What follows belongs to an exercise in optimizing a design on an open flow for small area, a short achievable clock period and few clock cycles per item; a production flow would make more cautious choices. Where RTL was checked, it was by simulation tests only, not by an equivalence proof against the original. For runs 1 to 4, only the layout was checked, not whether the RTL still works.

File: constraint.sdc
create_clock -name core_clock -period 7.0 [get_ports {clk_i}]
set_input_delay 1.4000 -clock core_clock [delete_from_list [all_inputs] [get_ports {clk_i}]]
set_output_delay 1.4000 -clock core_clock [all_outputs]
set_load 0.01 [all_outputs]
File: config.mk
export PLATFORM = sky130hd
export DESIGN_NAME = biriscv_divider
export DESIGN_NICKNAME = biriscv_divider
export VERILOG_FILES = /design/flow/design.v
export SDC_FILE = /design/flow/constraint.sdc
export NUM_CORES = 8
export LEC_CHECK = 0
export CAP_MARGIN = 20
export CORE_MARGIN = 2
export CORE_UTILIZATION = 40
export SETUP_SLACK_MARGIN = 1.5
export SLEW_MARGIN = 20
File: standard.sh
#!/bin/bash
# synth_recipe.tcl (not shown) runs the flow's synth.tcl, then flattens the netlist and writes it again
# the make line also repeats each setting of config.mk as NAME=value (left out here)
make -C /OpenROAD-flow-scripts/flow DESIGN_CONFIG=/design/flow/config.mk WORK_HOME=/design/flow/orfs CLKGATE_MAP_FILE= SYNTH_SCRIPT=/design/flow/synth_recipe.tcl "${@:-finish}"
File: design.v
module biriscv_divider
(
     input           clk_i
    ,input           rst_i
    ,input           opcode_valid_i
    ,input  [ 31:0]  opcode_opcode_i
    ,input  [ 31:0]  opcode_pc_i
    ,input           opcode_invalid_i
    ,input  [  4:0]  opcode_rd_idx_i
    ,input  [  4:0]  opcode_ra_idx_i
    ,input  [  4:0]  opcode_rb_idx_i
    ,input  [ 31:0]  opcode_ra_operand_i
    ,input  [ 31:0]  opcode_rb_operand_i
    ,output          writeback_valid_o
    ,output [ 31:0]  writeback_value_o
);
function low_mask32;
    input [31:0] x;
    begin
        low_mask32 = ~|(x[31:1] & ~x[30:0]);
    end
endfunction
wire div_rem_inst_w = ((opcode_opcode_i & 32'hfe00707f)  == 32'h2004033)  ||
                      ((opcode_opcode_i & 32'hfe00707f) == 32'h2005033) ||
                      ((opcode_opcode_i & 32'hfe00707f)  == 32'h2006033)  ||
                      ((opcode_opcode_i & 32'hfe00707f) == 32'h2007033);
wire start_w  = opcode_valid_i & div_rem_inst_w;
wire signed_w = ~opcode_opcode_i[12];    
wire div_w    = ~opcode_opcode_i[13];    
wire [31:0] a_w = opcode_ra_operand_i;
wire [31:0] b_w = opcode_rb_operand_i;
wire a_neg_w  = signed_w & a_w[31];
wire b_neg_w  = signed_w & b_w[31];
wire [31:0] a_abs_w = a_neg_w ? -a_w : a_w;
wire [31:0] a_inv_w = a_w ^ {32{a_neg_w}};
wire [31:0] b_inv_w = b_w ^ {32{b_neg_w}};
wire [5:0]  za_w;
wire [5:0]  zb_w;
biriscv_divider_clz u_clz_a (.x_i(a_inv_w), .z_o(za_w));
biriscv_divider_clz u_clz_b (.x_i(b_inv_w), .z_o(zb_w));
wire        pa_w    = a_neg_w & low_mask32(a_inv_w);
wire        pb_w    = b_neg_w & low_mask32(b_inv_w);
wire        b_zero_w = zb_w[5] & ~b_neg_w;
wire [5:0]  za_x_w   = za_w - {5'b0, pa_w};
wire [5:0]  zb_x_w   = zb_w - {5'b0, pb_w};
wire [6:0]  shift_w  = {1'b0, zb_x_w} - {1'b0, za_x_w};
wire        no_q_w   = shift_w[6] | b_zero_w;
wire [4:0]  sh_w     = {shift_w[4:1], 1'b1};
wire [64:0] e_sh_w   = {1'b1, ~b_inv_w, {32{~b_neg_w}}} << sh_w;
wire [32:0] e_init_w = e_sh_w[64:32];
reg        busy_q;
reg        valid_q;
reg [3:0]  cnt_q;
reg        div_q;       
reg        neg_q;       
reg [31:0] r_q;         
reg [32:0] e_q;         
reg        c_q;         
reg [31:0] q_q;         
wire [34:0] sum1_w  = {2'b0, r_q, 1'b1} + {1'b1, e_q, c_q};
wire [33:0] sub1_w  = sum1_w[34:1];
wire        q1_w    = ~sub1_w[33];
wire [31:0] r1_w    = q1_w ? sub1_w[31:0] : r_q;
wire [32:0] e1_w    = {1'b1, e_q[32:1]};
wire [34:0] sum2_w  = {2'b0, r1_w, 1'b1} + {1'b1, e1_w, c_q};
wire [33:0] sub2_w  = sum2_w[34:1];
wire        q2_w    = ~sub2_w[33];
wire [31:0] r2_w    = q2_w ? sub2_w[31:0] : r1_w;
always @(posedge clk_i or posedge rst_i)
if (rst_i)
begin
    busy_q  <= 1'b0;
    valid_q <= 1'b0;
    cnt_q   <= 4'b0;
end
else if (busy_q)
begin
    cnt_q   <= cnt_q - 4'd1;
    if (cnt_q == 4'd0)
    begin
        valid_q <= 1'b1;
        busy_q  <= 1'b0;
    end
    else
        valid_q <= 1'b0;
end
else
begin
    cnt_q   <= sh_w[4:1];
    valid_q <= start_w & no_q_w;
    busy_q  <= start_w & ~no_q_w;
end
always @(posedge clk_i)
if (busy_q)
begin
    if (div_q && cnt_q == 4'd0)
        r_q <= {q_q[29:0], q1_w, q2_w};
    else
        r_q <= r2_w;
    e_q <= {2'b11, e_q[32:2]};
    q_q <= {q_q[29:0], q1_w, q2_w};
end
else
begin
    r_q   <= (div_w & no_q_w) ? {32{b_zero_w}} : a_abs_w;
    e_q   <= e_init_w;
    c_q   <= ~b_neg_w;
    q_q   <= 32'b0;
    div_q <= div_w;
    neg_q <= div_w ? (a_neg_w ^ b_neg_w) & ~b_zero_w : a_neg_w;
end
assign writeback_valid_o = valid_q;
assign writeback_value_o = neg_q ? -r_q : r_q;
endmodule
module biriscv_divider_clz
(
     input  [31:0] x_i
    ,output [5:0]  z_o
);
wire [15:0] v1; wire [15:0] c1;
wire [7:0]  v2; wire [15:0] c2;
wire [3:0]  v3; wire [11:0] c3;
wire [1:0]  v4; wire [7:0]  c4;
genvar i;
generate
for (i = 0; i < 16; i = i + 1)
begin : l1
    assign v1[i] = x_i[2*i+1] | x_i[2*i];
    assign c1[i] = ~x_i[2*i+1];
end
for (i = 0; i < 8; i = i + 1)
begin : l2
    assign v2[i]         = v1[2*i+1] | v1[2*i];
    assign c2[2*i+1:2*i] = v1[2*i+1] ? {1'b0, c1[2*i+1]} : {1'b1, c1[2*i]};
end
for (i = 0; i < 4; i = i + 1)
begin : l3
    assign v3[i]         = v2[2*i+1] | v2[2*i];
    assign c3[3*i+2:3*i] = v2[2*i+1] ? {1'b0, c2[4*i+3:4*i+2]} : {1'b1, c2[4*i+1:4*i]};
end
for (i = 0; i < 2; i = i + 1)
begin : l4
    assign v4[i]         = v3[2*i+1] | v3[2*i];
    assign c4[4*i+3:4*i] = v3[2*i+1] ? {1'b0, c3[6*i+5:6*i+3]} : {1'b1, c3[6*i+2:6*i]};
end
endgenerate
wire       v5 = v4[1] | v4[0];
wire [4:0] c5 = v4[1] ? {1'b0, c4[7:4]} : {1'b1, c4[3:0]};
assign z_o = v5 ? {1'b0, c5} : 6'd32;
endmodule
File: flow/run.sh
#!/bin/bash
# Standard layout, with plain buffers (buf_1) on the ports instead of the
# default delay cells; repair resizes them where timing needs it.
set -euo pipefail
export BUFFER_PORTS_ARGS="-buffer_cell sky130_fd_sc_hd__buf_1"
bash standard.sh > standard.log 2>&1
==> results of run 1 <==
## path summary, 6_finish.rpt
kind | start | endpoint | slack (ps) | cells after the start
min | q_q[1]$_SDFF_PN0_ | q_q[3]$_SDFF_PN0_ | 450 | 2
min reg2reg | q_q[1]$_SDFF_PN0_ | q_q[3]$_SDFF_PN0_ | 450 | 2
min in group asynchronous | rst_i | valid_q$_DFF_PP0_ | 940 | 2
max | r_q[0]$_DFF_P_ | r_q[22]$_DFF_P_ | 1500 | 23
max reg2reg | r_q[0]$_DFF_P_ | r_q[22]$_DFF_P_ | 1500 | 23
max in group asynchronous | rst_i | busy_q$_DFF_PP0_ | 5810 | 2
## final cells by class
type	count	share of cell area (%)
Inverter	78	1.82
Multi-Input combinational cell	1523	67.6
Sequential cell	104	13.1
Clock buffer	9	1.37
Tap cell	402	3.07
Timing Repair Buffer	263	12.6
Clock inverter	7	0.366
## what timing repair did
item	CTS	global route
gates cloned	8	2
setup buffers	42	31
endpoints found under the setup margin	66	65
pin swaps	53	97
gates resized for setup	151	224
## synthesized netlist by cell type (all sizes together), types with 10 or more instances
cell    number  area [um^2]
nor4        15          121
a211oi      15          113
o21ai      202         1020
a21oi      172          861
or3         10         77.6
o41ai       11          115
xnor2      139         1220
nand4       23          144
buf         31          148
o21a        16          120
o22ai       22          138
a31oi       25          156
dfxtp       95         1900
nor3        44          220
nand3       40          210
and3        12         75.1
a21o        34          255
nand2b      18          113
o211ai      36          270
mux2i       37          370
or4         10         90.1
ha          76          951
xor2        31          272
clkbuf      91          342
nor2       146          548
mux2        16          180
a221oi      14          123
o21bai      10         75.1
inv         78          293
and2        38          238
o31ai       24          194
nand2      189          712
## metal layers
metal	share of wire [%]	routed length, um	GRT usage [%]
met1	47	22200	39.3
met2	45	21000	43.1
met5	0	0	0
met4	2.3	1100	6.27
met3	6.0	2830	2.30
## cell usage in the layout, fill, tap and decap left out, types with 23 or more instances in the layout
cell type,n
a21o_1,34
a21oi_1,121
a21oi_2,45
and2_1,36
buf_1,93
buf_4,106
dfxtp_1,91
ha_1,53
inv_1,71
mux2i_1,29
nand2_1,182
nand3_1,34
nand4_1,23
nor2_1,133
nor3_1,38
o211ai_1,36
o21ai_0,133
o21ai_1,53
xnor2_1,131
xor2_1,29
## per-stage QoR
step                cells  area (um^2)  hold slack (ps)  worst slack (ps)
floorplan            1827        12800              409              1510
global placement     2286        13900              427               631
detailed placement   2286        13900              434               556
CTS                  2352        15300              444              1510
global route         2386        16400              463              1340
finish               2386        16400              448              1500
## sequential cells by signal (all words and copies together) (netlist names)
name / cells
busy_q: 1
r_q: 32
div_q: 1
c_q: 1
neg_q: 1
q_q: 30
e_q: 33
valid_q: 1
cnt_q: 4
## tightest hold or removal path: stages (launching register included)
cell and delay, ps:
dfxtp_1 300, inv_1 70, nor2_1 40
## cells by family (layout without fill, tap and decap cells)
kind of cell    count (synthesis)  in the layout  share of synthesized area [%]
buf+inv                       200            357                           6.11
compound gates                646            646                           31.5
xor+xnor                      170            170                           11.6
flops                         104            104                           16.7
mux                            54             54                           4.47
simple gates                  574            574                           21.7
fa+ha+maj                      79             79                           7.89
==> metrics.md, run 1 <==
| Metric | Value |
|---|---|
| Critical path endpoint category | register |
| Row Count | 65 |
| Sort of element at the start of the critical path | register |
| Ratio of cells with drive above 1 in the final layout | between 20 and 25% |
| Max capacitance violation total | 0 |
| CTS tree | built |
| Worst relative slew slack | between 30% and 40% |
| Max stage delay on crit path | 470 ps |
| Outcome | no timing/DRC/antenna violations |
| Total of endpoints with negative setup slack in the final report | 0 |
| Final worst path period need | between 5000 and 6000 ps |
| CTS Root Cell | clkbuf_16 |
| Die Width | around 180 um |
| Wire length of the first global-routing pass | a little over 70000 um |
| Worst-Skew Late Latency | 360 ps |
| Crit Path Max Fanout | 8 |
| Post-synthesis area per instance | 7.01 um^2 |
| Max Clk Rate | 182 MHz |
| RSZ-0062 raised after global routing | yes |
| Maximum clock path buffer count | 2 |
| Largest net degree at the start of global routing | 97 |
| Post-detail-place hpwl | 35500 um |
| Signed area change from the synthesized netlist to the final layout | 27.9% |
| Sequential cell area | approximately 2200 um^2 |
| Number of buffer and inverter instances along the worst setup path | 4 |
| Antenna-violating nets left | 0 |
| Kind of cell with the highest combined delay on the critical path | compound AO/OA/AOI/OAI gates |
| Final layout net count | 2205 |
| Kind of critical path | register to register |
| Vias post-DR | 14200 |
| Number of register bits inferred by synthesis | 104 |
| Overflow left after global routing | 0 |
| Count of TritonRoute iterations in the first routing pass | 7 |
| Clock Skews | 10.2 ps |
| Number of violations reported at the end of detailed-routing iteration 0 | roughly 1000 |
| Global-route usage over all layers | a little over a quarter |
| Final critical-path share of the clock period | about four fifths |
| Area of the core | between 30000 and 40000 um^2 |
| Count of final hold-check violations | 0 |
| Asr flop ratio synth | under 10% |
| Post-synth top flop | dfxtp_1 |
| Clock H-tree levels | 3 |
| DR DRC count | 0 |
| Synth cell types | 88 |
| Number of CTS-inserted buffers | 9 |
| Number of enable flip-flop cells after synthesis | 3 |
| Final wirelength | about 47000 um |
| Initial Utilization | between 40% and 50% |
| Crit path required time | 7230 ps |
| Pin slew with the least headroom to its limit | 956 ps |
| Post-synthesis cell count | 1827 |
| Vias in the first global route | 13000 |
| Mean routed wirelength per cell | 19.7 um |
| Antenna violations before repair | 0 |
| DIE HEIGHT | 183 um |
| Pins over their slew limit | 0 |
| Diodes inserted | 0 |
| Area occupied by multi-input gates | 11100 um^2 |
| Series of cell instances along the critical path | inv_4, fa_2, nor2b_4, o211ai_1, a21boi_2, a21oi_1, buf_4, o41a_1, o21ai_4, buf_12, mux2_4, ha_4, a21o_1, a22o_4, o31ai_4, o21ai_4, a211o_1, a21o_1, a21oi_4, buf_12, nor3_1, a211o_1, o211a_1 |
| Setup TNS after final layout | 0 ps |
| Die area | ~33000 um^2 |
| Final GP Congestion | 0.922 |
| Filler cells | 3143 |
| Synthesis Warnings | 1 |
| Hold buffer count at cts | 0 |
| Number of I/O pins | 180 |
| Slowest stage cell, crit path | o41a_1 |
| Final Util | 51.9% |
| Sequential area share after synthesis | 16.7% |
| Number of clock sinks | 104 |
| Mapped Area | 12800 um^2 |
| Input/output buffers | 116 |
| Synthesized net count | 2053 |
| CP arrival | around 5700 ps |
| CTS clk-pin slew, worst paths | 80 ps |
| Vias per cell | 5.96 |
| Hold Path Class | register to register |
==> inputs of run 2 (changes only) <==
==> run.sh (new file) <==
#!/bin/bash
# synth_recipe.tcl (not shown) runs the flow's synth.tcl, then flattens the netlist and writes it again
# the make line also repeats each setting of config.mk as NAME=value (left out here)
make -C /OpenROAD-flow-scripts/flow DESIGN_CONFIG=/design/flow/config.mk WORK_HOME=/design/flow/orfs CLKGATE_MAP_FILE= SYNTH_SCRIPT=/design/flow/synth_recipe.tcl finish
--- a/config.mk
+++ b/config.mk
@@ -7,6 +7,6 @@
 export LEC_CHECK = 0
 export CAP_MARGIN = 20
 export CORE_MARGIN = 2
-export CORE_UTILIZATION = 40
+export CORE_UTILIZATION = 60
 export SETUP_SLACK_MARGIN = 1.5
 export SLEW_MARGIN = 20
removed: flow/run.sh
removed: standard.sh
==> run 2 against run 1 <==
Fmax fell by 1.7%; routed wire length decreased by 2.0%; die area is 33% lower.
==> metrics.md, run 2 <==
| Metric | Value |
|---|---|
| Antenna-violating nets left | 0 |
| Max stage delay on crit path | 500 ps |
| Input/output buffers | 116 |
| Clock H-tree levels | 3 |
| Largest registers ranked by flip-flop count | e_q: 33 flops, r_q: 32 flops, q_q: 30 flops |
| Worst setup slack before clock tree synthesis | 219 ps |
| Pins over their slew limit | 0 |
| Asr flop ratio synth | roughly 5.8% |
| Final layout net count | approximately 2200 |
| End point of the most critical hold path | q_q[3]$_SDFF_PN0_ |
| Largest net degree at the start of global routing | 96 |
| DR DRC count | 0 |
| Synthesis Warnings | 1 |
| List of most frequent post-synthesis cells | o21ai_0, nand2_1, a21oi_1 |
| Number of I/O pins | 180 |
| Flip-flop count of the largest register after layout | 33 |
| CTS clk-pin slew, worst paths | ~90 ps |
| Worst-Skew Late Latency | 370 ps |
| Critical path endpoint category | register |
| Synth cell types | 88 |
| Worst Slack Setup Final | 1400 ps |
| Synthesized net count | 2053 |
| Pin slew with the least headroom to its limit | 1070 ps |
| Mean routed wirelength per cell | 20.6 um |
| Maximum clock path buffer count | 2 |
| Count of final hold-check violations | 0 |
| Vias per cell | 6.72 |
| Worst Min Path Start | q_q[1]$_SDFF_PN0_ |
| Max Clk Rate | 179 MHz |
| Area share of xor/xnor cells in the synthesized design | 11.6% |
| Signed area change from the synthesized netlist to the final layout | 29.1% |
| RSZ-0062 raised after global routing | yes |
| Vias in the first global route | 13100 |
| Die area | 22500 um^2 |
| Series of cell instances along the critical path | inv_2, fa_2, nor2b_2, o211ai_1, a21boi_2, a21oi_2, o41a_1, o21ai_4, buf_12, mux2_4, ha_4, a21o_4, a22o_4, o31ai_4, o21ai_4, buf_6, a211o_1, a21o_1, buf_4, xor2_1, a31oi_1, a21boi_2, a41o_1 |
| Number of enable flip-flop cells after synthesis | 3 |
| Outcome | no timing/DRC/antenna violations |
| Worst relative slew slack | 28.4% |
| Largest reg by FF count | e_q |
| Final wirelength | around 46000 um |
| Crit Path Max Fanout | 5 |
| Post-synthesis cell count | 1827 |
| Combinational family with the most area after synthesis | compound AO/OA/AOI/OAI gates |
| Final critical-path share of the clock period | 80.0% |
| Number of violations reported at the end of detailed-routing iteration 0 | ~1400 |
| Total of endpoints with negative setup slack in the final report | 0 |
| Hold Path Stages | 2 |
| Number of cell instances on the worst register-to-register path | 23 |
| Post-detail-place hpwl | 32200 um |
| Cell with the most instances after synthesis | o21ai_0 |
| Slowest stage cell, crit path | o41a_1 |
| Die Width | 150 um |
| Kind of cell with the highest combined delay on the critical path | compound AO/OA/AOI/OAI gates |
| CTS tree | built |
| Reg2reg end | r_q[31]$_DFF_P_ |
| Crit path required time | 7270 ps |
| Global-route usage over all layers | between 30% and 40% |
| Post-Route Hold Slack | 432 ps |
| Register-to-register setup slack | 1400 ps |
| Final worst path period need | between 5000 and 6000 ps |
| Post-synthesis compound-gate area fraction | 31.5% |
| Diodes inserted | 0 |
| Wire length of the first global-routing pass | 67600 um |
| Number of register bits inferred by synthesis | 104 |
| Row Count | 53 |
| Sort of element at the start of the critical path | register |
| Top library cells by usage in the layout, fill and taps aside | nand2_1, nor2_1, xnor2_1 |
| Filler cells | 1519 |
| Most common cell after layout, fill and taps aside | nand2_1 |
| DIE HEIGHT | 150 um |
| Max capacitance violation total | 0 |
| Setup TNS after final layout | 0 ps |
| Final GP Congestion | 1.01 |
| Initial Utilization | 61.1% |
| Vias post-DR | approximately 15000 |
| Portion of synthesized cell area occupied by the leading cell type | 14.8% |
| CP arrival | 5870 ps |
| Overflow left after global routing | 0 |
| Post-synthesis adder-cell area fraction | 7.89% |
| CTS Root Cell | clkbuf_16 |
| Hold buffer count at cts | 0 |
| Number of clock sinks | 104 |
| Mapped Area | 12800 um^2 |
| Kind of critical path | register to register |
| Area contributors post-synth | dfxtp_1, xnor2_1, o21ai_0 |
| Number of CTS-inserted buffers | 9 |
| Fraction of synthesized area in multiplexers | around 4.5% |
| Post-Synth Simple-Gate Area | 21.7% |
| Post-synthesis area per instance | 7.01 um^2 |
| Worst R2R Start | c_q$_DFFE_PN_ |
| Hold Path Class | register to register |
| Area of the core | 21000 um^2 |
| Post-synth top flop | dfxtp_1 |
| Number of buffer and inverter instances along the worst setup path | 4 |
| Ratio of cells with drive above 1 in the final layout | between 20% and 30% |
| Count of TritonRoute iterations in the first routing pass | 9 |
| Cell taking the most area after synthesis | dfxtp_1 |
| Clock Skews | 16.4 ps |
| Sequential area share after synthesis | 16.7% |
| Antenna violations before repair | 0 |
## run 2: cell counts after synthesis
No cell type changed its count.
## run 2: worst max path at each step
stage | startpoint | end | cells past startpoint
global placement | opcode_opcode_i[12] | e_q[28]$_DFF_P_ | 22
detailed placement | opcode_opcode_i[12] | e_q[18]$_DFF_P_ | 24
floorplan | opcode_ra_operand_i[2] | r_q[31]$_DFF_P_ | 24
global route | c_q$_DFFE_PN_ | r_q[31]$_DFF_P_ | 25
CTS | opcode_ra_operand_i[2] | e_q[18]$_DFF_P_ | 25
finish | c_q$_DFFE_PN_ | r_q[31]$_DFF_P_ | 23
## run 2: final cells by class
cell class	instances	area (um^2)	share of cell area [%]
multi-input combinational	1523	11000	66.5
timing repair buffer	247	2430	14.7
sequential	104	2150	13.0
tap	275	344	2.08
inverter	78	300	1.82
clock buffer	9	225	1.36
clock inverter	7	86.3	0.522
## run 2: metrics by stage
| step | instance area [um^2] | util, % | instances |
|---|---|---|---|
| global placement | 14300 | 68.3 | 2147 |
| global route | 16500 | 78.9 | 2243 |
| detailed placement | 14300 | 68.3 | 2147 |
| floorplan | 12800 | - | 1827 |
| finish | 16500 | 78.9 | 2243 |
| CTS | 15400 | 73.6 | 2202 |
## run 2: kinds of logic after synthesis
family / Yosys count
xor+xnor: 170
fa+ha+maj: 79
simple gates: 574
flops: 104
mux: 54
compound gates: 646
buf+inv: 200
## run 2: layer usage
| layer | routed length, um | track usage, % | part of all wire, % |
|---|---|---|---|
| met2 | 21400 | 61.7 | 46 |
| met5 | 0 | 0 | 0 |
| met3 | 3990 | 3.45 | 8.7 |
| met1 | 18500 | 49.9 | 40 |
| met4 | 2240 | 14.3 | 4.8 |
## run 2: worst min-delay path: cells and delay by family (launching register included)
family	cells	cell delay [ps]
flip-flops	1	300
buffers and inverters	1	60
AND/OR/NAND/NOR	1	40
## run 2: timing repair
action / 4_1_cts / 5_1_grt
endpoints found under the setup margin: 69 / 65
pin swaps: 41 / 86
gates resized for setup: 202 / 251
buffers inserted: 35 / 36
gates cloned: 4 / 4
hold endpoints to repair: 0 / 0
==> inputs of run 3 (changes only) <==
--- a/config.mk
+++ b/config.mk
@@ -7,6 +7,6 @@
 export LEC_CHECK = 0
 export CAP_MARGIN = 20
 export CORE_MARGIN = 2
-export CORE_UTILIZATION = 60
+export CORE_UTILIZATION = 40
 export SETUP_SLACK_MARGIN = 1.5
 export SLEW_MARGIN = 20
==> run 3 against run 2 <==
Final cell count is 7.3% higher; clock skew is 3.0 ps lower; fmax is 1.6% higher; critical path depth is 3 lower; critical path type is now input pin to register.
==> metrics.md, run 3 <==
| Metric | Value |
|---|---|
| Outcome | no timing/DRC/antenna violations |
| Hold buffer count at cts | 0 |
| Post-Place Cell Area | 14700 um^2 |
| Final Util | a little over half |
| Final worst path period need | 5510 ps |
| Post-Route Hold Slack | 444 ps |
| List of most frequent post-synthesis cells | o21ai_0, nand2_1, a21oi_1 |
| Start point of the critical path | opcode_ra_operand_i[24] |
| Most common cell after layout, fill and taps aside | nand2_1 |
| Mapped Area | 12800 um^2 |
| Top library cells by usage in the layout, fill and taps aside | nand2_1, a21oi_1, o21ai_0 |
| Asr flop ratio synth | 5.77% |
| Vias post-DR | 14600 |
| Post-synthesis area per instance | 7.01 um^2 |
| Kind of critical path | input pin to register |
| Mean routed wirelength per cell | 20.3 um |
| Number of register bits inferred by synthesis | between 100 and 150 |
| Final wirelength | around 49000 um |
| Signed area change from the synthesized netlist to the final layout | 34.3% |
| Count of TritonRoute iterations in the first routing pass | 6 |
| Initial Utilization | 40.6% |
| Area share of xor/xnor cells in the synthesized design | 11.6% |
| Area contributors post-synth | dfxtp_1, xnor2_1, o21ai_0 |
| DR DRC count | 0 |
| Largest net degree at the start of global routing | 98 |
| Final layout net count | 2225 |
| Combinational family with the most area after synthesis | compound AO/OA/AOI/OAI gates |
| Flip-flop count of the largest register after layout | 33 |
| Crit Path Max Fanout | 8 |
| Row Count | 65 |
| Cell with the most instances after synthesis | o21ai_0 |
| Clock H-tree levels | 3 |
| RSZ-0062 raised after global routing | yes |
| Worst setup slack before clock tree synthesis | 253 ps |
| Antenna violations before repair | 1 |
| Series of cell instances along the critical path | clkdlybuf4s15_1, inv_1, a21oi_1, o211ai_1, or3_1, o311ai_1, nor4bb_1, buf_4, ha_2, ha_4, fa_2, buf_12, buf_8, mux2i_4, mux2i_2, xnor2_1, nor2_1, or3_1, o21ai_2, o21ai_1 |
| Portion of synthesized cell area occupied by the leading cell type | approximately 15% |
| Crit path required time | just over 7000 ps |
| CTS clk-pin slew, worst paths | 80 ps |
| Max capacitance violation total | 0 |
| Cell taking the most area after synthesis | dfxtp_1 |
| Number of CTS-inserted buffers | 9 |
| Post-synthesis adder-cell area fraction | 7.89% |
| Final GP Congestion | 0.952 |
| Clock Skews | 13.4 ps |
| Diodes inserted | 0 |
| Critical path endpoint category | register |
| Ratio of cells with drive above 1 in the final layout | 23.0% |
| Input/output buffers | 116 |
| Worst relative slew slack | ~44% |
| Synthesized net count | 2053 |
| Hold Path Class | register to register |
| Area of the core | about 32000 um^2 |
| Overflow left after global routing | 0 |
| Number of I/O pins | 180 |
| Post-synth top flop | dfxtp_1 |
| CTS tree | built |
| Reg2reg end | r_q[22]$_DFF_P_ |
| Vias in the first global route | 13400 |
| Global-route usage over all layers | 27.6% |
| Total of endpoints with negative setup slack in the final report | 0 |
| Pin slew with the least headroom to its limit | 839 ps |
| Synth cell types | 88 |
| Post-route insts no fill | 2406 |
| Sequential area share after synthesis | 16.7% |
| Number of violations reported at the end of detailed-routing iteration 0 | approximately 1100 |
| Vias per cell | between 6 and 7 |
| Post-Synth Simple-Gate Area | 21.7% |
| Pins over their slew limit | 0 |
| Post-synthesis compound-gate area fraction | 31.5% |
| Number of cell instances on the worst register-to-register path | 23 |
| CTS Root Cell | clkbuf_16 |
| CP arrival | approximately 5700 ps |
| Worst Slack Setup Final | ~1500 ps |
| Finished layout cell area | 17200 um^2 |
| Max Clk Rate | 181 MHz |
| Slowest stage cell, crit path | fa_2 |
| Cell seen most often among critical-path stages | or3_1 |
| Count of final hold-check violations | 0 |
| Worst-Skew Late Latency | 360 ps |
| Fraction of synthesized area in multiplexers | 4.47% |
| Setup TNS after final layout | 0 ps |
| Maximum clock path buffer count | 2 |
| Number of clock sinks | 104 |
| Die Width | 183 um |
| Die area | 33500 um^2 |
| Final critical-path share of the clock period | approximately four fifths |
| Wire length of the first global-routing pass | about 74000 um |
| Antenna-violating nets left | 0 |
| End point of the most critical hold path | q_q[3]$_SDFF_PN0_ |
| Post-detail-place hpwl | 36300 um |
| Sort of element at the start of the critical path | input pin |
| Synthesis Warnings | 1 |
| Worst Min Path Start | q_q[1]$_SDFF_PN0_ |
| Largest reg by FF count | e_q |
| Register-to-register setup slack | 1520 ps |
| Largest registers ranked by flip-flop count | e_q: 33 flops, r_q: 32 flops, q_q: 30 flops |
| DIE HEIGHT | 183 um |
| Worst R2R Start | e_q[26]$_DFF_P_ |
| Max stage delay on crit path | between 500 and 600 ps |
| Number of enable flip-flop cells after synthesis | 3 |
| Post-synthesis cell count | 1827 |
| Hold Path Stages | 2 |
| Number of instances in the placed design | 2296 |
==> run 3: layout make-up <==
type | instances | area (um^2)
well taps | 402 | 503
multi-input cells | 1524 | 11100
inverters | 78 | 304
repair buffers | 282 | 2820
clock inverters | 7 | 72.6
fillers | 3078 | 14400
flip-flops and latches | 104 | 2160
clock buffers | 9 | 225
==> run 3: metal layers <==
| layer | wire [um] | global-route usage (%) | up-vias |
|---|---|---|---|
| met5 | 0 | 0 | - |
| met1 | 22500 | 39.6 | 6895 |
| li1 | - | - | 6994 |
| met4 | 1780 | 10.1 | 0 |
| met3 | 3230 | 2.14 | 90 |
| met2 | 21300 | 43.2 | 641 |
==> run 3: worst max path at each step <==
stage	endpoint	slack, ps	cells past startpoint
2_1_floorplan	r_q[31]$_DFF_P_	1510	24
3_3_place_gp	e_q[29]$_DFF_P_	290	21
3_5_place_dp	e_q[28]$_DFF_P_	250	20
4_1_cts	r_q[22]$_DFF_P_	1470	23
5_1_grt	e_q[19]$_DFF_P_	1330	19
6_report	e_q[19]$_DFF_P_	1490	20
==> run 3: what timing repair did <==
| action | CTS | global route |
|---|---|---|
| setup buffers | 40 | 42 |
| gates resized for setup | 251 | 227 |
| pin swaps | 54 | 81 |
| setup endpoints to repair | 69 | 65 |
| cloned | 6 | 5 |
==> run 3: critical path: cells and delay by family <==
kind / cells / cell delay, ps
AND/OR/NAND/NOR: 4 / 1100
multiplexers: 2 / 380
AO/OA/AOI/OAI: 5 / 610
XOR/XNOR: 1 / 230
buffers and inverters: 5 / 1010
adder cells (fa/ha/maj): 3 / 1010
==> run 3: cell families (layout without fill, tap and decap cells) <==
group | after synthesis | after routing
AO/OA/AOI/OAI | 646 | 647
XOR/XNOR | 170 | 170
buffers and inverters | 200 | 376
multiplexers | 54 | 54
flip-flops | 104 | 104
adder cells (fa/ha/maj) | 79 | 79
AND/OR/NAND/NOR | 574 | 574
==> inputs of run 4 (changes only) <==
--- a/design.v
+++ b/design.v
@@ -39,32 +39,31 @@
 biriscv_divider_clz u_clz_a (.x_i(a_inv_w), .z_o(za_w));
 biriscv_divider_clz u_clz_b (.x_i(b_inv_w), .z_o(zb_w));
 wire        pa_w    = a_neg_w & low_mask32(a_inv_w);
-wire        pb_w    = b_neg_w & low_mask32(b_inv_w);
 wire        b_zero_w = zb_w[5] & ~b_neg_w;
 wire [5:0]  za_x_w   = za_w - {5'b0, pa_w};
-wire [5:0]  zb_x_w   = zb_w - {5'b0, pb_w};
+wire [5:0]  zb_x_w   = {zb_w[5] & ~b_neg_w, zb_w[4:0] | {5{zb_w[5]}}};
 wire [6:0]  shift_w  = {1'b0, zb_x_w} - {1'b0, za_x_w};
 wire        no_q_w   = shift_w[6] | b_zero_w;
 wire [4:0]  sh_w     = {shift_w[4:1], 1'b1};
-wire [64:0] e_sh_w   = {1'b1, ~b_inv_w, {32{~b_neg_w}}} << sh_w;
-wire [32:0] e_init_w = e_sh_w[64:32];
+wire [65:0] e_sh_w   = {2'b11, ~b_inv_w, {32{~b_neg_w}}} << sh_w;
+wire [33:0] e_init_w = e_sh_w[65:32];
 reg        busy_q;
 reg        valid_q;
 reg [3:0]  cnt_q;
 reg        div_q;       
 reg        neg_q;       
 reg [31:0] r_q;         
-reg [32:0] e_q;         
+reg [33:0] e_q;         
 reg        c_q;         
 reg [31:0] q_q;         
-wire [34:0] sum1_w  = {2'b0, r_q, 1'b1} + {1'b1, e_q, c_q};
-wire [33:0] sub1_w  = sum1_w[34:1];
-wire        q1_w    = ~sub1_w[33];
+wire [35:0] sum1_w  = {3'b0, r_q, 1'b1} + {1'b1, e_q, c_q};
+wire [34:0] sub1_w  = sum1_w[35:1];
+wire        q1_w    = ~sub1_w[34];
 wire [31:0] r1_w    = q1_w ? sub1_w[31:0] : r_q;
-wire [32:0] e1_w    = {1'b1, e_q[32:1]};
-wire [34:0] sum2_w  = {2'b0, r1_w, 1'b1} + {1'b1, e1_w, c_q};
-wire [33:0] sub2_w  = sum2_w[34:1];
-wire        q2_w    = ~sub2_w[33];
+wire [33:0] e1_w    = {1'b1, e_q[33:1]};
+wire [35:0] sum2_w  = {3'b0, r1_w, 1'b1} + {1'b1, e1_w, c_q};
+wire [34:0] sub2_w  = sum2_w[35:1];
+wire        q2_w    = ~sub2_w[34];
 wire [31:0] r2_w    = q2_w ? sub2_w[31:0] : r1_w;
 always @(posedge clk_i or posedge rst_i)
 if (rst_i)
@@ -97,7 +96,7 @@
         r_q <= {q_q[29:0], q1_w, q2_w};
     else
         r_q <= r2_w;
-    e_q <= {2'b11, e_q[32:2]};
+    e_q <= {2'b11, e_q[33:2]};
     q_q <= {q_q[29:0], q1_w, q2_w};
 end
 else
--- a/config.mk
+++ b/config.mk
@@ -7,6 +7,6 @@
 export LEC_CHECK = 0
 export CAP_MARGIN = 20
 export CORE_MARGIN = 2
-export CORE_UTILIZATION = 40
+export CORE_UTILIZATION = 60
 export SETUP_SLACK_MARGIN = 1.5
 export SLEW_MARGIN = 20
==> run 4 against run 3 <==
Sequential share of layout area up 0.47 points; still clean; core utilization is 27 points higher; clock-buffer cell count stayed put; critical path depth is 1 higher; routed wire length decreased by 2.9%; sequential cell count rose by 1; register-to-register slack improved by 120 ps; synthesized area fell by 1.8%; critical endpoint is now e_q[30]$_DFF_P_; non-clock buffer count is 29 lower.
==> metrics.md, run 4 <==
| Metric | Value |
|---|---|
| Outcome | no timing/DRC/antenna violations |
| Mean routed wirelength per cell | 22.1 um |
| Die area | around 22000 um^2 |
| Post-synthesis area per instance | 7.33 um^2 |
| Asr flop ratio synth | 5.71% |
| Maximum clock path buffer count | 2 |
| Kind of cell with the highest combined delay on the critical path | compound AO/OA/AOI/OAI gates |
| Max Clk Rate | 168 MHz |
| Worst relative slew slack | 4.12% |
| Flip-flop count of the largest register after layout | 34 |
| Global-route usage over all layers | 37.7% |
| Pins over their slew limit | 0 |
| Worst-Skew Late Latency | 360 ps |
| Overflow left after global routing | 0 |
| Synth cell types | 90 |
| Antenna violations before repair | 0 |
| DIE HEIGHT | 149 um |
| RSZ-0062 raised after global routing | yes |
| Sequential cell area | 2160 um^2 |
| Final wirelength | 47400 um |
| Clock Skews | 13.3 ps |
| CTS Root Cell | clkbuf_16 |
| List of most frequent post-synthesis cells | o21ai_0, nand2_1, a21oi_1 |
| CTS tree | built |
| Initial Utilization | 61.6% |
| Post-detail-place hpwl | 32200 um |
| Antenna-violating nets left | 0 |
| Final layout net count | about 2100 |
| Synthesis Warnings | 1 |
| Count of final hold-check violations | 0 |
| Number of violations reported at the end of detailed-routing iteration 0 | 1717 |
| Top library cells by usage in the layout, fill and taps aside | nand2_1, a21oi_1, xnor2_1 |
| Crit Path Max Fanout | 10 |
| Synthesized net count | 1939 |
| Row Count | 52 |
| Portion of synthesized cell area occupied by the leading cell type | 15.3% |
| Mapped Area | 12600 um^2 |
| Sort of element at the start of the critical path | input pin |
| Setup TNS after final layout | 0 ps |
| CTS clk-pin slew, worst paths | approximately 80 ps |
| Input/output buffers | between 100 and 150 |
| Critical path endpoint category | register |
| Post-synth top flop | dfxtp_1 |
| Vias post-DR | 14800 |
| Cell seen most often among critical-path stages | nor2_1 |
| Clock H-tree levels | 3 |
| Number of clock sinks | between 100 and 150 |
| Count of TritonRoute iterations in the first routing pass | 6 |
| Number of enable flip-flop cells after synthesis | 3 |
| Number of register bits inferred by synthesis | 105 |
| Area occupied by multi-input gates | 11000 um^2 |
| Sequential area share after synthesis | 17.2% |
| Most common cell after layout, fill and taps aside | nand2_1 |
| CP arrival | 6240 ps |
| Number of I/O pins | between 150 and 200 |
| Wire length of the first global-routing pass | approximately 67000 um |
| Final GP Congestion | 0.979 |
| Number of CTS-inserted buffers | 9 |
| Signed area change from the synthesized netlist to the final layout | 32.2% |
| Post-synthesis cell count | 1715 |
| Max stage delay on crit path | 630 ps |
| Pin slew with the least headroom to its limit | 1430 ps |
| Crit path required time | 7280 ps |
| Kind of critical path | input pin to register |
| Die Width | 149 um |
| Max capacitance violation total | 0 |
| Number of instances in the placed design | 2046 |
| Area contributors post-synth | dfxtp_1, xnor2_1, ha_1 |
| Largest registers ranked by flip-flop count | e_q: 34 flops, r_q: 32 flops, q_q: 30 flops |
| Filler cells | 1294 |
| Post-Route Hold Slack | about 470 ps |
| Number of buffer and inverter instances along the worst setup path | 5 |
| Slowest stage cell, crit path | clkdlybuf4s50_1 |
| Cell taking the most area after synthesis | dfxtp_1 |
| Vias per cell | 6.88 |
| Final worst path period need | 5950 ps |
| Series of cell instances along the critical path | clkdlybuf4s50_1, nor2b_4, inv_2, nand3b_1, and2_1, nor2_1, o41ai_1, o21ai_0, a32oi_2, fa_2, buf_6, buf_16, buf_8, mux2i_4, xnor2_2, nor2_2, a211oi_2, a21oi_1, nor2_1, o21ai_1, o211ai_1 |
| Ratio of cells with drive above 1 in the final layout | around 23% |
| DR DRC count | 0 |
| Largest reg by FF count | e_q |
| Hold Path Class | register to register |
| Vias in the first global route | 12900 |
| Cell with the most instances after synthesis | o21ai_0 |
| Largest net degree at the start of global routing | 94 |
| Total of endpoints with negative setup slack in the final report | 0 |
| Post-Place Cell Area | 14200 um^2 |
| Finished layout cell area | between 15000 and 20000 um^2 |
| Final critical-path share of the clock period | 85.1% |
| Diodes inserted | 0 |
| Area of the core | 20400 um^2 |
| Post-route insts no fill | ~2100 |
## run 4: final timing paths
| check | from | to | slack, ps | cells past startpoint |
|---|---|---|---|---|
| setup / recovery | opcode_rb_operand_i[31] | e_q[30]$_DFF_P_ | 1050 | 21 |
| hold / removal | q_q[26]$_SDFF_PN0_ | q_q[28]$_SDFF_PN0_ | 470 | 1 |
| setup reg to reg | e_q[13]$_DFF_P_ | r_q[29]$_DFF_P_ | 1640 | 21 |
| hold reg to reg | q_q[26]$_SDFF_PN0_ | q_q[28]$_SDFF_PN0_ | 470 | 1 |
| max in group asynchronous | rst_i | busy_q$_DFF_PP0_ | 5530 | 2 |
| min in group asynchronous | rst_i | cnt_q[2]$_DFF_PP0_ | 1260 | 2 |
## run 4: kinds of logic (layout without fill, tap and decap cells)
kind of cell    count (synthesis)  count (layout)  synth area share, %
fa+ha+maj                      77              77                 7.84
compound gates                592             592                 30.1
buf+inv                       178             333                 5.43
flops                         105             105                 17.2
mux                            77              77                 7.58
xor+xnor                      156             157                 10.9
simple gates                  530             532                 21.0
## run 4: through the flow
stage                     utilization [%]  worst slack (ps)
after floorplan                         -              1140
after global placement               69.7               243
after detailed placement             69.7               120
after CTS                            75.1              1240
after global routing                 81.4               983
final                                81.4              1050
## run 4: cell type report
class / count / share of cell area (%)
clock buffers: 9 / 1.35
clock inverters: 7 / 0.564
inverters: 64 / 1.44
multi-input cells: 1435 / 66.3
flip-flops and latches: 105 / 13.0
well taps: 270 / 2.03
repair buffers: 253 / 15.3
## run 4: routing by layer
metal	part of all wire [%]	global-route usage, %	vias to the layer above
met5	0	0	-
li1	-	-	6652
met2	46	63.5	983
met4	5.7	12.7	0
met3	9.5	3.70	238
met1	39	50.9	6877
## run 4: what timing repair did
action | in CTS | in global routing
pin swaps | 48 | 56
cloned | 4 | 5
endpoints found under the setup margin | 71 | 71
buffers inserted | 34 | 38
gates resized for setup | 165 | 193
hold buffers | 0 | 0
==> inputs of run 5 (changes only) <==
--- a/design.v
+++ b/design.v
@@ -14,12 +14,6 @@
     ,output          writeback_valid_o
     ,output [ 31:0]  writeback_value_o
 );
-function low_mask32;
-    input [31:0] x;
-    begin
-        low_mask32 = ~|(x[31:1] & ~x[30:0]);
-    end
-endfunction
 wire div_rem_inst_w = ((opcode_opcode_i & 32'hfe00707f)  == 32'h2004033)  ||
                       ((opcode_opcode_i & 32'hfe00707f) == 32'h2005033) ||
                       ((opcode_opcode_i & 32'hfe00707f)  == 32'h2006033)  ||
@@ -38,9 +32,8 @@
 wire [5:0]  zb_w;
 biriscv_divider_clz u_clz_a (.x_i(a_inv_w), .z_o(za_w));
 biriscv_divider_clz u_clz_b (.x_i(b_inv_w), .z_o(zb_w));
-wire        pa_w    = a_neg_w & low_mask32(a_inv_w);
 wire        b_zero_w = zb_w[5] & ~b_neg_w;
-wire [5:0]  za_x_w   = za_w - {5'b0, pa_w};
+wire [5:0]  za_x_w   = za_w - {5'b0, a_neg_w};
 wire [5:0]  zb_x_w   = {zb_w[5] & ~b_neg_w, zb_w[4:0] | {5{zb_w[5]}}};
 wire [6:0]  shift_w  = {1'b0, zb_x_w} - {1'b0, za_x_w};
 wire        no_q_w   = shift_w[6] | b_zero_w;
==> flow/run.sh (new file) <==
#!/bin/bash
# Standard layout, with plain buffers (buf_1) on the ports instead of the
# default delay cells; repair resizes them where timing needs it.
set -euo pipefail
export BUFFER_PORTS_ARGS="-buffer_cell sky130_fd_sc_hd__buf_1"
bash standard.sh > standard.log 2>&1
==> standard.sh (new file) <==
#!/bin/bash
# synth_recipe.tcl (not shown) runs the flow's synth.tcl, then flattens the netlist and writes it again
# the make line also repeats each setting of config.mk as NAME=value (left out here)
make -C /OpenROAD-flow-scripts/flow DESIGN_CONFIG=/design/flow/config.mk WORK_HOME=/design/flow/orfs CLKGATE_MAP_FILE= SYNTH_SCRIPT=/design/flow/synth_recipe.tcl "${@:-finish}"
--- a/config.mk
+++ b/config.mk
@@ -7,6 +7,6 @@
 export LEC_CHECK = 0
 export CAP_MARGIN = 20
 export CORE_MARGIN = 2
-export CORE_UTILIZATION = 60
+export CORE_UTILIZATION = 40
 export SETUP_SLACK_MARGIN = 1.5
 export SLEW_MARGIN = 20
removed: run.sh
==> run 5 against run 4 <==
Highest routed layer unchanged; largest cell class unchanged; first-iteration DRC count decreased by 58%; hold slack got worse by 9.9 ps; sequential share of layout area increased by 2.0 points; clock-buffer cell count increased by 1; sequential cell count unchanged; setup slack improved by 430 ps; register-to-register slack improved by 40 ps.
==> metrics.md, run 5 <==
| Metric | Value |
|---|---|
| Outcome | no timing/DRC/antenna violations |
| Global-route usage over all layers | 24.5% |
| Number of violations reported at the end of detailed-routing iteration 0 | 716 |
| Asr flop ratio synth | roughly 5.7% |
| Kind of critical path | input pin to register |
| Vias post-DR | 12500 |
| Clock H-tree levels | 3 |
| RSZ-0062 raised after global routing | yes |
| DIE HEIGHT | 178 um |
| Most common cell after layout, fill and taps aside | nand2_1 |
| CTS Root Cell | clkbuf_16 |
| Final worst path period need | around 5500 ps |
| Hold buffer count at cts | 0 |
| Vias per cell | 5.80 |
| Antenna violations before repair | 1 |
| Number of I/O pins | 180 |
| Setup TNS after final layout | 0 ps |
| List of most frequent post-synthesis cells | o21ai_0, nand2_1, a21oi_1 |
| Largest registers ranked by flip-flop count | e_q: 34 flops, r_q: 32 flops, q_q: 30 flops |
| Hold Path Class | register to register |
| Mapped Area | 12100 um^2 |
| Series of cell instances along the critical path | buf_6, nand2b_4, buf_6, clkinvlp_4, buf_6, nand2_4, o22ai_4, a32oi_2, nor2_1, o21ai_1, o21ai_1, a41oi_1, ha_1, a31oi_4, nand2_2, fa_2, buf_6, mux4_2, xnor2_2, inv_2, mux4_2, o21ai_1 |
| Max capacitance violation total | 0 |
| CP arrival | 5810 ps |
| Cell seen most often among critical-path stages | buf_6 |
| Area of the core | 29700 um^2 |
| Count of final hold-check violations | 0 |
| Wire length of the first global-routing pass | slightly above 60000 um |
| Filler cells | between 2000 and 3000 |
| Initial Utilization | ~41% |
| Ratio of cells with drive above 1 in the final layout | 17.3% |
| Number of enable flip-flop cells after synthesis | 3 |
| DR DRC count | 0 |
| Final critical-path share of the clock period | 79.0% |
| Signed area change from the synthesized netlist to the final layout | 19.5% |
| Count of TritonRoute iterations in the first routing pass | 5 |
| Number of clock sinks | 105 |
| Post-detail-place hpwl | 30500 um |
| Synth cell types | 79 |
| Die area | ~32000 um^2 |
| Pin slew with the least headroom to its limit | 898 ps |
| Overflow left after global routing | 0 |
| Sequential area share after synthesis | approximately 18% |
| Critical path endpoint category | register |
| Pins over their slew limit | 0 |
| Clock Skews | about 11 ps |
| Row Count | 63 |
| CTS tree | built |
| Total of endpoints with negative setup slack in the final report | 0 |
| Largest reg by FF count | e_q |
| Post-synthesis cell count | 1647 |
| Max Clk Rate | roughly 180 MHz |
| Crit Path Max Fanout | 7 |
| Max stage delay on crit path | 650 ps |
| Flip-flop count of the largest register after layout | 34 |
| Area contributors post-synth | dfxtp_1, xnor2_1, o21ai_0 |
| Final GP Congestion | 0.957 |
| Worst-Skew Late Latency | 350 ps |
| Antenna-violating nets left | 0 |
| Portion of synthesized cell area occupied by the leading cell type | 15.9% |
| Maximum clock path buffer count | 2 |
| Mean routed wirelength per cell | 18.4 um |
| Die Width | 178 um |
| Vias in the first global route | 11500 |
| Largest net degree at the start of global routing | approximately 100 |
| Top library cells by usage in the layout, fill and taps aside | nand2_1, o21ai_0, a21oi_1 |
| Cell with the most instances after synthesis | o21ai_0 |
| Number of register bits inferred by synthesis | 105 |
| Post-synthesis area per instance | 7.36 um^2 |
| Number of CTS-inserted buffers | 9 |
| Synthesized net count | 1871 |
| CTS clk-pin slew, worst paths | 80 ps |
| Final wirelength | approximately 40000 um |
| Post-synth top flop | dfxtp_1 |
| Worst relative slew slack | 40.1% |
| Slowest stage cell, crit path | fa_2 |
| Cell taking the most area after synthesis | dfxtp_1 |
| Input/output buffers | 116 |
| Crit path required time | 7280 ps |
| Synthesis Warnings | 1 |
| Sort of element at the start of the critical path | input pin |
| Final layout net count | ~2000 |
[run 5: metal layers]
layer  GRT usage, %  vias up  part of all wire, %
met5              0        -                    0
met3           2.11       52                  5.0
met1           36.2     5845                   48
met2           38.5      356                   45
li1               -     6276                    -
met4           5.67        0                  2.0
[run 5: cell families after synthesis]
logic type	synth area share (%)
xor+xnor	11.3
buf+inv	4.66
flops	17.8
simple gates	21.4
mux	7.91
fa+ha+maj	8.13
compound gates	28.7
[run 5: critical path: cells and delay by family]
family | cells | cell delay (ps)
fa+ha+maj | 2 | 1020
buf+inv | 6 | 720
simple gates | 4 | 400
xor+xnor | 1 | 190
compound gates | 7 | 1000
mux | 2 | 1050
[run 5: area by class of cell]
| class | instances | area [um^2] | area share, % |
|---|---|---|---|
| timing repair buffer | 199 | 1300 | 8.97 |
| inverter | 46 | 176 | 1.22 |
| clock buffer | 10 | 239 | 1.65 |
| clock inverter | 6 | 56.3 | 0.389 |
| multi-input combinational | 1404 | 10100 | 69.4 |
| antenna | 1 | 2.50 | 0.0173 |
| sequential | 105 | 2170 | 15.0 |
| tap | 390 | 488 | 3.37 |
[run 5: worst paths after layout]
| kind | startpoint | end | slack [ps] | cells past startpoint |
|---|---|---|---|---|
| max | opcode_opcode_i[12] | e_q[25]$_DFF_P_ | 1470 | 22 |
| min | q_q[18]$_SDFF_PN0_ | q_q[20]$_SDFF_PN0_ | 460 | 1 |
| min in group asynchronous | rst_i | valid_q$_DFF_PP0_ | 920 | 2 |
| min reg2reg | q_q[18]$_SDFF_PN0_ | q_q[20]$_SDFF_PN0_ | 460 | 1 |
| max reg2reg | e_q[5]$_DFF_P_ | r_q[19]$_DFF_P_ | 1680 | 23 |
| max in group asynchronous | rst_i | busy_q$_DFF_PP0_ | 5880 | 2 |
[run 5: what timing repair did]
action / 4_1_cts / 5_1_grt
gates resized for setup: 62 / 161
setup buffers: 27 / 19
gates cloned: 1 / 4
pin swaps: 16 / 44
setup endpoints to repair: 67 / 64
[run 5: through the flow]
step	std cells	setup slack [ps]	instance area, um^2	hold WS, ps	util (%)
6_report	2161	1470	14500	460	48.7
5_1_grt	2160	1330	14500	475	48.7
4_1_cts	2136	1500	13700	460	46.1
3_5_place_dp	2092	349	13000	443	43.7
3_3_place_gp	2092	430	13000	438	43.7
2_1_floorplan	1647	1500	12200	430	-
Testbench counts of run 5, summed over its fixed seeds: cycles 19,868, ops 4,800.
==> inputs of run 6 (changes only) <==
--- a/config.mk
+++ b/config.mk
@@ -8,5 +8,6 @@
 export CAP_MARGIN = 20
 export CORE_MARGIN = 2
 export CORE_UTILIZATION = 40
-export SETUP_SLACK_MARGIN = 1.5
+export GPL_TIMING_DRIVEN = 0
+export SETUP_SLACK_MARGIN = 1.25
 export SLEW_MARGIN = 20
==> run 6 against run 5 <==
Synthesized area unchanged; via count increased by 4.1%; clock skew decreased by 0.69 ps; fmax decreased by 0.79%; still clean on timing, DRC and antenna; routed wire length increased by 8.9%; setup slack got worse by 44 ps; first-iteration DRC count increased by 36%; sequential cell count unchanged.
==> metrics.md, run 6 <==
| Metric | Value |
|---|---|
| Outcome | no timing/DRC/antenna violations |
| Cell seen most often among critical-path stages | o21ai_1 |
| Number of violations reported at the end of detailed-routing iteration 0 | a little under 1000 |
| Input/output buffers | 102 |
| Antenna violations before repair | 2 |
| Number of enable flip-flop cells after synthesis | 3 |
| Vias per cell | 5.95 |
| Hold Path Class | register to register |
| Mapped Area | ~12000 um^2 |
| Ratio of cells with drive above 1 in the final layout | 16.3% |
| Cell with the most instances after synthesis | o21ai_0 |
| Die Width | 178 um |
| Most common cell after layout, fill and taps aside | nand2_1 |
| Flip-flop count of the largest register after layout | 34 |
| Asr flop ratio synth | 5.71% |
| Cell taking the most area after synthesis | dfxtp_1 |
| Post-synthesis area per instance | about 7.4 um^2 |
| Number of register bits inferred by synthesis | about 110 |
| Worst-Skew Late Latency | 360 ps |
| Synthesis Warnings | 1 |
| Largest net degree at the start of global routing | 20 |
| Clock H-tree levels | 3 |
| Largest registers ranked by flip-flop count | e_q: 34 flops, r_q: 32 flops, q_q: 30 flops |
| Die area | 31700 um^2 |
| Synth cell types | 79 |
| Portion of synthesized cell area occupied by the leading cell type | 15.9% |
| Final worst path period need | approximately 5600 ps |
| Hold buffer count at cts | 0 |
| Kind of critical path | input pin to register |
| Initial Utilization | 40.8% |
| Sequential cell area | 2170 um^2 |
| Number of instances in the placed design | ~2100 |
| Antenna-violating nets left | 0 |
| Filler cells | between 3000 and 4000 |
| Crit Path Max Fanout | 10 |
| Number of buffer and inverter instances along the worst setup path | 7 |
| Overflow left after global routing | 0 |
| Max stage delay on crit path | 660 ps |
| Top library cells by usage in the layout, fill and taps aside | nand2_1, o21ai_0, a21oi_1 |
| Grt met2 use | between 40 and 50% |
| Area contributors post-synth | dfxtp_1, xnor2_1, o21ai_0 |
| Series of cell instances along the critical path | buf_12, nand2b_4, buf_8, clkinvlp_4, buf_8, buf_6, nor2_2, o21ai_1, a32oi_1, nor2_1, o21ai_1, o21ai_2, a41oi_2, ha_4, a31oi_4, nand2_2, fa_2, buf_6, mux4_2, xnor2_2, inv_2, mux4_2, o21ai_1 |
| Vias post-DR | 13000 |
| Kind of cell with the highest combined delay on the critical path | compound AO/OA/AOI/OAI gates |
| Clock Skews | 10.4 ps |
| Setup TNS after final layout | 0 ps |
| Final layout net count | around 2000 |
| Slowest stage cell, crit path | fa_2 |
| Post-Place Cell Area | 13000 um^2 |
| CTS Root Cell | clkbuf_16 |
| Post-synthesis cell count | 1647 |
| Final Util | 48.4% |
| Met3 track demand over resource in global routing | 2.66% |
| Post-synth top flop | dfxtp_1 |
| Max capacitance violation total | 0 |
| Count of final hold-check violations | 0 |
| Max Clk Rate | about 180 MHz |
| Sequential area share after synthesis | 17.8% |
| Pins over their slew limit | 0 |
| Mean routed wirelength per cell | 19.7 um |
| Largest reg by FF count | e_q |
| Area of the core | roughly 30000 um^2 |
| Synthesized net count | ~1900 |
| Number of CTS-inserted buffers | 9 |
| Total of endpoints with negative setup slack in the final report | 0 |
| Worst relative slew slack | approximately 34% |
| Sort of element at the start of the critical path | input pin |
| Met1 Track Usage GR | roughly 37% |
| Final wirelength | 43300 um |
| Row Count | 63 |
| Final GP Congestion | between 0.9 and 1 |
| Global-route usage over all layers | 26.9% |
| Post-route insts no fill | 2193 |
| Crit path required time | approximately 7300 ps |
| Wire length of the first global-routing pass | 67700 um |
| CP arrival | 5860 ps |
| Top Usage Layer GRT | met2 |
| Area occupied by multi-input gates | 9950 um^2 |
| CTS tree | built |
| CTS clk-pin slew, worst paths | 80 ps |
| Number of I/O pins | 180 |
| DR DRC count | 0 |
| Post-detail-place hpwl | 34600 um |
| Number of clock sinks | 105 |
| Vias in the first global route | 12200 |
| RSZ-0062 raised after global routing | no |
| Maximum clock path buffer count | 2 |
| Count of TritonRoute iterations in the first routing pass | 5 |
| DIE HEIGHT | 178 um |
| Pin slew with the least headroom to its limit | 989 ps |
| Final critical-path share of the clock period | 79.6% |
| Critical path endpoint category | register |
| Finished layout cell area | roughly 14000 um^2 |
| List of most frequent post-synthesis cells | o21ai_0, nand2_1, a21oi_1 |
| Signed area change from the synthesized netlist to the final layout | 18.7% |
==> run 6: stage by stage <==
stage               hold slack (ps)  setup WS, ps
finish                          459          1430
floorplan                       430          1250
CTS                             459          1240
global placement                435          -697
detailed placement              442          -710
global route                    479          1180
==> run 6: cells by family (layout without fill, tap and decap cells) <==
| kind of cell | Yosys count | after routing | share of synthesized area [%] |
|---|---|---|---|
| and+or+nand+nor | 533 | 533 | 21.4 |
| adders and majority gates | 77 | 77 | 8.13 |
| other | 0 | 1 | 0 |
| AOI/OAI and AO/OA | 564 | 564 | 28.7 |
| xor gates and xnor gates | 156 | 156 | 11.3 |
| muxes | 72 | 72 | 7.91 |
| buffers and inverters | 140 | 295 | 4.66 |
| DFF | 105 | 105 | 17.8 |
==> run 6: layer usage <==
metal | up-vias | wire length [um]
li1 | 6353 | -
met1 | 6086 | 19500
met2 | 523 | 19900
met3 | 75 | 2690
met4 | 2 | 1160
met5 | - | 13
==> run 6: repair_timing <==
action                                  in CTS  in global routing
pin swaps                                   19                 33
buffers inserted                            19                 17
endpoints found under the setup margin      72                 68
resized for setup                          139                122
cloned                                       1                  0
endpoints found under the hold margin        0                  0
==> run 6: final cells by class <==
class | instances | area share (%)
multi-input cells | 1402 | 69.2
inverters | 46 | 1.23
flip-flops and latches | 105 | 15.1
well taps | 390 | 3.39
clock buffers | 9 | 1.57
diodes | 1 | 0.0174
clock inverters | 7 | 0.400
repair buffers | 139 | 5.17
plain buffers | 94 | 3.97
==> run 6: path summary, 6_finish.rpt <==
check / start / to / slack (ps) / cells past startpoint
max: opcode_opcode_i[12] / e_q[25]$_DFF_P_ / 1430 / 23
min: q_q[21]$_SDFF_PN0_ / q_q[23]$_SDFF_PN0_ / 460 / 1
max reg2reg: r_q[4]$_DFF_P_ / r_q[1]$_DFF_P_ / 1450 / 22
min reg2reg: q_q[21]$_SDFF_PN0_ / q_q[23]$_SDFF_PN0_ / 460 / 1
max in group asynchronous: rst_i / cnt_q[3]$_DFF_PP0_ / 5900 / 2
min in group asynchronous: rst_i / valid_q$_DFF_PP0_ / 920 / 2
==> inputs of run 7 (changes only) <==
--- a/config.mk
+++ b/config.mk
@@ -8,6 +8,7 @@
 export CAP_MARGIN = 20
 export CORE_MARGIN = 2
 export CORE_UTILIZATION = 40
-export GPL_TIMING_DRIVEN = 0
+export CTS_CLUSTER_DIAMETER = 100
+export CTS_CLUSTER_SIZE = 40
 export SETUP_SLACK_MARGIN = 1.25
 export SLEW_MARGIN = 20
==> run 7 against run 6 <==
Global-route usage fell by 3.1 points; largest cell class unchanged; synthesized cell count is the same; clock-buffer cell count up 1; synthesized area stayed put; highest routed layer is now met4; die area is the same.
==> metrics.md, run 7 <==
| Metric | Value |
|---|---|
| Outcome | no timing/DRC/antenna violations |
| Grt met2 use | 38.4% |
| Number of violations reported at the end of detailed-routing iteration 0 | 895 |
| Pins over their slew limit | 0 |
| Maximum clock path buffer count | 2 |
| Clock Skews | about 9.6 ps |
| CTS Root Cell | clkbuf_16 |
| Number of clock sinks | 105 |
| Vias per cell | 5.82 |
| Largest net degree at the start of global routing | 100 |
| Final worst path period need | 5550 ps |
| Number of I/O pins | 180 |
| Met3 track demand over resource in global routing | 1.90% |
| Pin slew with the least headroom to its limit | roughly 860 ps |
| Overflow left after global routing | 0 |
| Clock H-tree levels | 3 |
| Number of enable flip-flop cells after synthesis | 3 |
| Setup TNS after final layout | 0 ps |
| Mean routed wirelength per cell | 18.0 um |
| Number of CTS-inserted buffers | 9 |
| Synthesized net count | 1871 |
| Flip-flop count of the largest register after layout | 34 |
| Vias post-DR | 12400 |
| Asr flop ratio synth | 5.71% |
| Input/output buffers | 116 |
| Kind of critical path | input pin to register |
| Mapped Area | 12100 um^2 |
| Post-synth top flop | dfxtp_1 |
| Ratio of cells with drive above 1 in the final layout | 12.8% |
| Worst-Skew Late Latency | around 350 ps |
| Most common cell after layout, fill and taps aside | nand2_1 |
| Crit Path Max Fanout | 19 |
| Antenna-violating nets left | 0 |
| Die area | 31700 um^2 |
| Number of register bits inferred by synthesis | 105 |
| Largest reg by FF count | e_q |
| Cell with the most instances after synthesis | o21ai_0 |
| Final GP Congestion | 0.946 |
| Diodes inserted | 0 |
| Hold Path Class | register to register |
| Crit path required time | 7290 ps |
| CTS tree | built |
| Synthesis Warnings | 1 |
| Initial Utilization | between 40% and 50% |
| RSZ-0062 raised after global routing | yes |
| Post-synthesis area per instance | 7.36 um^2 |
| Wire length of the first global-routing pass | roughly 61000 um |
| Met1 Track Usage GR | 34.6% |
| List of most frequent post-synthesis cells | o21ai_0, nand2_1, a21oi_1 |
| Top Usage Layer GRT | met2 |
| Sequential area share after synthesis | between 10% and 20% |
| Top library cells by usage in the layout, fill and taps aside | nand2_1, o21ai_0, a21oi_1 |
| Critical path endpoint category | register |
| Area of the core | 29700 um^2 |
| Cell taking the most area after synthesis | dfxtp_1 |
| Count of final hold-check violations | 0 |
| Global-route usage over all layers | 23.8% |
| Final critical-path share of the clock period | 79.4% |
| CTS clk-pin slew, worst paths | 80 ps |
| Largest registers ranked by flip-flop count | e_q: 34 flops, r_q: 32 flops, q_q: 30 flops |
| Synth cell types | 79 |
| Row Count | 63 |
| Max Clk Rate | 180 MHz |
| Final wirelength | 38300 um |
| Post-route insts no fill | 2129 |
| Count of TritonRoute iterations in the first routing pass | 5 |
| Final layout net count | 1958 |
| Total of endpoints with negative setup slack in the final report | 0 |
| DIE HEIGHT | 178 um |
| Portion of synthesized cell area occupied by the leading cell type | between 10% and 20% |
| Number of instances in the placed design | 2092 |
| Filler cells | 3002 |
| Antenna violations before repair | 0 |
| Max capacitance violation total | 0 |
| Sort of element at the start of the critical path | input pin |
| Post-detail-place hpwl | roughly 30000 um |
| Post-synthesis cell count | 1647 |
| Signed area change from the synthesized netlist to the final layout | 13.9% |
| Vias in the first global route | roughly 11000 |
| Worst relative slew slack | 42.8% |
| Area contributors post-synth | dfxtp_1, xnor2_1, o21ai_0 |
| Die Width | 178 um |
| CP arrival | just under 6000 ps |
| DR DRC count | 0 |
run 7: changes by cell type in the layout (fill, tap and decap cells not counted), moves of 7 or more:
cell and delta:
buf_2 -10, clkbuf_2 -7, o21ai_2 -16, clkbuf_4 -10
buf_1 +11, o21ai_0 +19, clkbuf_1 -42
run 7: cell type report:
cell class                      instances  area [um^2]  area share, %
Clock buffer                           10          239           1.73
Timing Repair Buffer                  170          937           6.79
Sequential cell                       105         2160           15.7
Multi-Input combinational cell       1402         9750           70.6
Tap cell                              390          488           3.53
Inverter                               46          173           1.25
Clock inverter                          6         55.1          0.399
run 7: cell families (layout without fill, tap and decap cells):
| group | count (synthesis) | count (layout) | share of synthesized area, % |
|---|---|---|---|
| muxes | 72 | 72 | 7.91 |
| xor gates and xnor gates | 156 | 156 | 11.3 |
| buffers and inverters | 140 | 232 | 4.66 |
| DFF | 105 | 105 | 17.8 |
| AOI/OAI and AO/OA | 564 | 564 | 28.7 |
| adders and majority gates | 77 | 77 | 8.13 |
| and+or+nand+nor | 533 | 533 | 21.4 |
run 7: repair_timing:
action	CTS	global route
setup buffers	10	10
pin swaps	6	17
setup endpoints to repair	61	66
resized for setup	39	71
hold buffers	0	0
run 7: worst paths after layout:
check / cells past startpoint / slack [ps] / start / end
min reg2reg: 1 / 460 / q_q[12]$_SDFF_PN0_ / q_q[14]$_SDFF_PN0_
max reg2reg: 22 / 1560 / e_q[5]$_DFF_P_ / r_q[29]$_DFF_P_
min in group asynchronous: 2 / 920 / rst_i / valid_q$_DFF_PP0_
max in group asynchronous: 2 / 5880 / rst_i / busy_q$_DFF_PP0_
max: 19 / 1450 / opcode_opcode_i[12] / e_q[17]$_DFF_P_
min: 1 / 460 / q_q[12]$_SDFF_PN0_ / q_q[14]$_SDFF_PN0_
run 7: per-stage QoR:
stage	hold slack, ps	instance area, um^2	worst slack [ps]	util (%)
6_report	459	13800	1450	46.5
5_1_grt	483	13800	1200	46.5
3_5_place_dp	439	13000	397	43.6
4_1_cts	460	13500	1240	45.3
2_1_floorplan	430	12100	1250	-
3_3_place_gp	436	13000	542	43.6
run 7: routing by layer:
metal | share of wire (%) | routed length, um
met5 | 0 | 0
met4 | 1.9 | 728
met3 | 5.4 | 2070
met2 | 44 | 16900
met1 | 49 | 18600
run 7: worst max-delay path: stages:
cell	delay, ps
buf_1	90
nand2b_4	150
buf_6	140
inv_1	60
buf_6	160
o41ai_1	500
nor3_1	100
a21oi_1	220
o31ai_2	100
a221oi_2	280
ha_2	360
fa_2	690
buf_6	160
mux4_2	530
xnor2_2	130
inv_1	80
mux2_2	310
o31ai_1	210
a31o_2	150

==> port drivers added, routing unchanged <==
The flow's constraints put no driver on any port. The routed layouts listed below were extracted and timed again, unchanged, in two steps. Step 1: set_driving_cell puts a clkbuf_16 on clk_i and a buf_2 on each other input, an assumption about the parent block. Step 2 times the ports against the registers' clock, not the clock port: input delays grow and output delays shrink by t, the midpoint of the rising clock arrivals with the driver on. a / b / c = ideal ports / drivers / drivers and shift; a / b = the first two.
run | shift t [ns] | setup slack, ns | worst hold slack (ns) | worst setup path at the end | cell pins on the clock port's net
run 1 | 0.397 | 1.496 / 1.496 / 1.154 | 0.448 / 0.448 / 0.448 | input to register | 1
run 2 | 0.397 | 1.399 / 1.399 / 1.039 | 0.432 / 0.432 / 0.432 | input to register | 1
run 3 | 0.401 | 1.485 / 1.507 / 1.106 | 0.444 / 0.444 / 0.444 | input to register | 1
run 4 | 0.397 | 1.045 / 1.061 / 0.664 | 0.469 / 0.469 / 0.469 | input to register | 1
run 5 | 0.393 | 1.471 / 1.485 / 1.093 | 0.460 / 0.460 / 0.460 | input to register | 1
run 6 | 0.392 | 1.427 / 1.408 / 1.016 | 0.459 / 0.459 / 0.459 | input to register | 1
run 7 | 0.388 | 1.445 / 1.461 / 1.073 | 0.459 / 0.459 / 0.459 | input to register | 1
After both steps every run listed still meets setup and hold. For run 6, which loses most, drivers alone change the setup slack by -0.019 ns; drivers and shift together by -0.411 ns.
